Background: an optimization exercise with open tools, aiming at small area, a short achievable clock period and few clock cycles per item. Do not read the settings as production practice. Only simulation tests tie the RTL to the original design; equivalence was not proved. Power is estimated from default activity; no workload was simulated.

--- run.sh ---
#!/bin/bash
# synth_recipe.tcl (not shown) runs the flow's synth.tcl, then flattens the netlist and writes it again
# the make line also repeats each setting of config.mk as NAME=value (left out here)
make -C /OpenROAD-flow-scripts/flow DESIGN_CONFIG=/design/flow/config.mk WORK_HOME=/design/flow/orfs CLKGATE_MAP_FILE= SYNTH_SCRIPT=/design/flow/synth_recipe.tcl finish
--- config.mk ---
export PLATFORM = sky130hd
export DESIGN_NAME = DCSformer
export DESIGN_NICKNAME = DCSformer
export VERILOG_FILES = /design/flow/design.v
export SDC_FILE = /design/flow/constraint.sdc
export NUM_CORES = 4
export LEC_CHECK = 0
export CAP_MARGIN = 20
export CORE_MARGIN = 2
export CORE_UTILIZATION = 30
export PLACE_DENSITY = 0.5
export SLEW_MARGIN = 20
--- constraint.sdc ---
create_clock -name core_clock -period 12.0 [get_ports {clk}]
set_input_delay 2.4000 -clock core_clock [delete_from_list [all_inputs] [get_ports {clk}]]
set_output_delay 2.4000 -clock core_clock [all_outputs]
set_load 0.01 [all_outputs]
--- design.v ---
module DCSformer(
	clk,
	rst_n,
	i_valid,
	w_valid,
	i_data,
	w_data,
	w_ready,
	o_valid,
	o_data
);
input               clk, rst_n, i_valid, w_valid;
input         [7:0] i_data, w_data;
output logic        w_ready, o_valid;
output logic [31:0] o_data;
parameter IDLE = 3'b000,
		  INPUT = 3'b001,
		  MM = 3'b010,
		  RAT = 3'b011,
		  WEIGHT_IN = 3'b100,
		  OUTPUT = 3'b101;
logic [2:0] current_state, next_state;
logic [6:0] counter;
always_ff @( posedge clk or negedge rst_n ) begin 
	if(!rst_n)begin
		current_state <= IDLE;
	end
	else begin
		current_state <= next_state;
	end
end
always_ff @( posedge clk or negedge rst_n ) begin 
	if(!rst_n)begin
		counter <= 7'b0;
	end
	else begin
		if((current_state==IDLE&&!i_valid) || (current_state==INPUT&& counter==127) || (current_state==MM && counter==63) || (current_state==RAT&& counter==7) || (current_state==WEIGHT_IN && (counter==7 || !w_valid)) || (current_state==OUTPUT && counter==7))begin
			counter <= 7'b0;
		end
		else begin
			counter <= counter + 1;
		end
	end
end
always_comb begin : fsm
	case (current_state)
		IDLE:begin
			if(i_valid)begin
				next_state = INPUT;
			end
			else begin
				next_state = IDLE;
			end
		end 
		INPUT:begin
			if(counter==127)begin
				next_state = MM;
			end
			else begin
				next_state = INPUT;
			end
		end
		MM:begin
			if(counter==63)begin
				next_state = RAT;
			end
			else begin
				next_state = MM;
			end
		end
		RAT:begin
			if(counter==7)begin
				next_state = WEIGHT_IN;
			end
			else begin
				next_state = RAT;
			end
		end
		WEIGHT_IN:begin
			if(counter==7)begin
				next_state = OUTPUT;
			end
			else begin
				next_state = WEIGHT_IN;
			end
		end
		OUTPUT:begin
			if(counter==7)begin
				next_state = IDLE;
			end
			else begin
				next_state = OUTPUT;
			end
		end
		default:
			next_state = IDLE; 
	endcase
end
logic  [7:0][15:0][7:0] i_data_reg;
logic  [7:0][7:0][19:0] mm_out_reg;
logic [22:0] RAT_value;
logic [7:0][19:0] sel_row;
assign sel_row = mm_out_reg[counter[2:0]];
logic [19:0] mm_dot;
logic [15:0][15:0] mm_prod;
logic [15:0][7:0] mm_row_a, mm_row_b;
assign mm_row_a = i_data_reg[counter[5:3]];
assign mm_row_b = i_data_reg[counter[2:0]];
always_comb begin
	mm_dot = 20'b0;
	for(int k=0;k<16;k=k+1)begin
		mm_prod[k] = mm_row_a[k]*mm_row_b[k];
		mm_dot = mm_dot + {4'b0,mm_prod[k]};
	end
end
genvar i,j;
generate
	for(i=0;i<8;i=i+1)begin
		for(j=0;j<16;j=j+1)begin
			always_ff @(posedge clk or negedge rst_n)begin
				if(~rst_n)begin
					i_data_reg[i][j] <= 8'b0;
				end
				else begin
					if(i_valid)begin
						if(i==counter[6:4] && j==counter[3:0])begin
							i_data_reg[i][j] <= i_data;
						end
					end
				end
			end
		end
	end
endgenerate
generate
	for(i=0;i<8;i=i+1)begin
		for(j=0;j<8;j=j+1)begin
			always_ff @(posedge clk or negedge rst_n)begin
				if(~rst_n)begin
					mm_out_reg[i][j] <= 8'b0;
				end
				else begin
					if(current_state==MM)begin
						if(i==counter[5:3] && j==counter[2:0])begin
							mm_out_reg[i][j] <= mm_dot;
						end
					end
					if(current_state==RAT)begin
						if(i==counter[2:0])begin
							if(mm_out_reg[i][j]<RAT_value[22:3])begin
								mm_out_reg[i][j] <= 0;
							end
						end
					end
				end
			end
		end
	end
endgenerate
always_comb  begin
	begin
		if(current_state==RAT)begin
			RAT_value = sel_row[0] + sel_row[1] + sel_row[2] + sel_row[3] + sel_row[4] + sel_row[5] + sel_row[6] + sel_row[7];
		end
		else
			RAT_value = 0;
	end
end
logic [7:0][7:0] weight_in_reg;
always_comb  begin
	if(current_state==RAT && counter==7)begin
		w_ready = 1'b1;
	end
	else
		w_ready = 1'b0;
end
generate
	for(i=0;i<8;i=i+1)begin
		always_ff @(posedge clk or negedge rst_n)begin
			if(~rst_n)begin
				weight_in_reg[i] <= 4'b0;
			end
			else begin
				if(current_state==WEIGHT_IN)begin
					if(i==counter[2:0])begin
						weight_in_reg[i] <= w_data;
					end
				end
			end
		end
	end
endgenerate
always_ff @(posedge clk or negedge rst_n)begin
	if(!rst_n)begin
		o_data <= 31'b0;
	end
	else
	begin
		if(current_state==OUTPUT)begin
			o_data <= sel_row[0]*weight_in_reg[0] + sel_row[1]*weight_in_reg[1] + sel_row[2]*weight_in_reg[2] + sel_row[3]*weight_in_reg[3] + sel_row[4]*weight_in_reg[4] + sel_row[5]*weight_in_reg[5] + sel_row[6]*weight_in_reg[6] + sel_row[7]*weight_in_reg[7];
		end
		else
			o_data <= 0;
	end
end
always_ff @(posedge clk or negedge rst_n)begin
	if(!rst_n)begin
		o_valid <= 1'b0;
	end
	else
	if(current_state==OUTPUT)begin
		o_valid <= 1'b1;
	end
	else
		o_valid <= 1'b0;
end
endmodule
==> impl_metrics.yaml <==
routing:
  wire_per_inst_um: 26.4
  antenna_left: 0
  wl_um: 828000
  drc: 0
  viasPerCell: 5.27
  vias: 165000
  first_pass_iters: 8
  dr.first_iter.drc_count: 15900
die:
  die_x_um: 863
  die_y_um: 863
  rows: 315
  initial_core_util_pct: 30.1
  core-area_mm2: 0.735
  pin_count: 54
  die_area_mm2: 0.745
global_route:
  grt_max_degree: 180
  grt_use_total_pct: 21.9
  grt_first_pass_wirelength_um: 1210000
  grt_pass1_vias: 169000
  gr-total-overflow: 0
  antenna_found_initial: 42
synth:
  synth-seq-cells: 2411
  syn-num-nets: 25500
  avgSynthCellArea_um2: 10.4
  syn_area_mm2: 0.221
  synth_cells: 21300
  synth_cell_types: 88
  async_flop_share_pct: 100
  synth_warnings: 1
  ys_seq_area_share_pct: 27.3
  synth_flop_cell: "dfrtp_1"
  synth_edf_count: 0
critical_path:
  crit_fanout: 34
  critical_path_class: "reg -> reg"
  path_delay_family: "adder cells"
  crit_buf_inv: 6
  max_stage_delay_ps: 870
  slowest_stage: "dfrtp_4"
  crit_path_end_kind: "register"
  crit_top_cell: "fa_1"
  critical_path_arrival_ps: 12490
  required_ps: 12880
  crit_path_start_kind: "register"
cells_and_area:
  largest_register_ffs: 1280
  finalInstanceArea_mm2: 0.247
  num-nets-final: 25600
  syn_to_final_growth_pct: 11.7
  final_cells: 31400
  drive_gt1_share_pct: 16.4
  layout_commonest_cell: "nand2_1"
  final_cell_mix: "3462 x nand2_1, 2498 x inv_1, 2405 x dfrtp_1"
  nFillCells: 74400
clock_network:
  cts_buffers: 308
  htree_levels: 5
  max-clock-path-buffers: 4
  cts_tree: "done"
  root_buffer: "clkbuf_16"
  clkTransAtPathRegs_ps: 60
  clkLatencyLatePin_ps: 1050
  post_cts_buffers: 0
  clock-sinks: 2411
placement:
  post-dp-hpwl_um: 619000
  placed_cells: 30800
  port_buffers: 53
  gp_congestion: 0.938
  placed_area_mm2: 0.237
power:
  leakagePower_uw: 0.118
  power_density_mw_per_mm2: 75.8
  irDropWorstVdd_mv: 0.0978
timing:
  slew-limit-headroom_pct: 17.4
  fin_tns_setup_ps: 0
  fmax_mhz: 86.1
  setup_violations: 0
  tightest_slew_ps: 1230
  min_period_ps: 11610
  period_share_pct: 96.7
  hold_viol: 0
  skew_ps: 110
  rsz0062_at_grt: "no"
  finalMaxSlewViolations: 0
  fin_hold_ws_ps: 520
outcome:
  status: "no timing/DRC/antenna violations"
worst_hold_path:
  holdCritPathClass: "reg -> reg"
flow_run:
  cap_violations: 0
==> logic make-up (layout without fill, tap and decap cells) <==
kind of cell             count (synthesis)  in the layout  share of synthesized area [%]
AO/OA/AOI/OAI                         2602           2602                           7.08
XOR/XNOR                                43             43                          0.180
adder cells (fa/ha/maj)               4259           4259                           32.0
buffers and inverters                 3512           3781                           6.25
flip-flops                            2411           2411                           27.3
multiplexers                          2160           2160                           15.1
other                                    0             19                              0
AND/OR/NAND/NOR                       6266           6266                           12.1
==> metal layers <==
layer	vias up	part of all wire, %	GRT usage (%)
li1	71000	-	-
met1	86600	44	30.6
met2	6233	44	33.7
met3	1294	8.0	4.51
met4	8	4.2	7.68
met5	-	0.0066	0
==> stage by stage <==
stage / util [%] / setup slack [ps] / total power [µW]
2_1_floorplan: - / 935 / 8650
6_report: 33.6 / 392 / 18700
5_1_grt: 33.6 / 53.2 / 19300
4_1_cts: 33.6 / 397 / 18900
3_5_place_dp: 32.2 / 472 / 9020
3_3_place_gp: 32.2 / 577 / 9010
==> final timing paths <==
kind	startpoint	end	slack, ps	cells past startpoint
worst max register to register	counter[0]	mm_out_reg[1134]	390	28
worst max-delay path	counter[0]	mm_out_reg[1134]	390	28
worst min-delay path	i_data_reg[833]	i_data_reg[833]	520	1
worst min register to register	i_data_reg[833]	i_data_reg[833]	520	1
min in group asynchronous	rst_n	mm_out_reg[140]	1300	1
max in group asynchronous	rst_n	i_data_reg[223]	7910	4
==> cell type report <==
type	instances	area, µm²	share of cell area, %
Multi-Input combinational cell	15300	148000	59.7
Timing Repair Buffer	723	6960	2.81
Clock inverter	114	1530	0.617
Antenna cell	19	47.5	0.0192
Tap cell	9827	12300	4.97
Inverter	2499	9390	3.80
Clock buffer	445	9030	3.65
Sequential cell	2411	60400	24.4
==> report_power, final <==
part	switching (µW)	internal [µW]	leakage, µW
logic	375	174	0.0793
clock network	4100	5760	0.00519
registers	115	8210	0.0331
total	4590	14100	0.118
==> worst register-to-register path: cells and delay by family (launching register included) <==
kind / cells / cell delay (ps)
buf+inv: 6 / 940
mux: 2 / 1350
fa+ha+maj: 12 / 6260
simple gates: 2 / 270
flops: 1 / 870
compound gates: 5 / 1050
xor+xnor: 1 / 740
==> cells in the mapped netlist (20+ instances only) <==
cell       count  area, µm²
clkbuf_1     591       2220
nand3_1      102        510
xnor2_1       23        201
and2_1       328       2050
o21ai_0      199        996
a21o_1       272       2040
mux2_2      1118      12600
o22ai_1      122        763
nand2_1     3480      13100
fa_1        2330      46600
nor2_2       136        851
ha_1        1929      24100
a31oi_1       29        181
mux4_2       832      18700
mux2i_1      210       2100
a21oi_1     1363       6820
nand2b_1      94        588
a2111oi_0     38        333
nor2b_1      198       1240
buf_6         20        225
and4_1        29        254
buf_1         51        191
buf_2        322       1610
dfrtp_1     2411      60300
or2_2        145        907
o21a_1        32        240
nand4_1      181       1130
nor2_1      1440       5410
nor3_1        62        310
a211oi_1     324       2430
buf_4         28        210
inv_1       2499       9380
o211ai_1      62        465
==> timing repair <==
item / CTS / global route
hold buffers: 0 / 0
endpoints found under the setup margin: 0 / 1
gates resized for setup: 0 / 1
Testbench counts, summed over its fixed seeds: cycles 14,083, items 64.

## separate check: timing with driven ports
Ports are ideal in the flow. The routed layout listed here was re-timed in OpenROAD. Step 1 sets driving cells, clkbuf_16 on the clock port and buf_2 on the other inputs (assumed; they add their load-dependent delay and slew). Step 2 moves the port delays by t, midway between the first and last clock arrival at a register: inputs arrive t later, outputs are due t later. That takes back most of the time a late clock gives input paths. Three values: no drivers, after step 1, after step 2; two values: the first two.
t (ns): 1.142
slack for setup (ns): 0.392 / 0.392 / 0.392
worst hold slack (ns): 0.520 / 0.520 / 0.520
slew at the worst register clock pin (ns): 0.07 / 0.07
worst data-port slew with drivers (ns): 0.14
After both steps setup and hold are still met in this run. For this run, drivers alone change the setup slack by 0.000 ns; drivers and shift together by 0.000 ns.
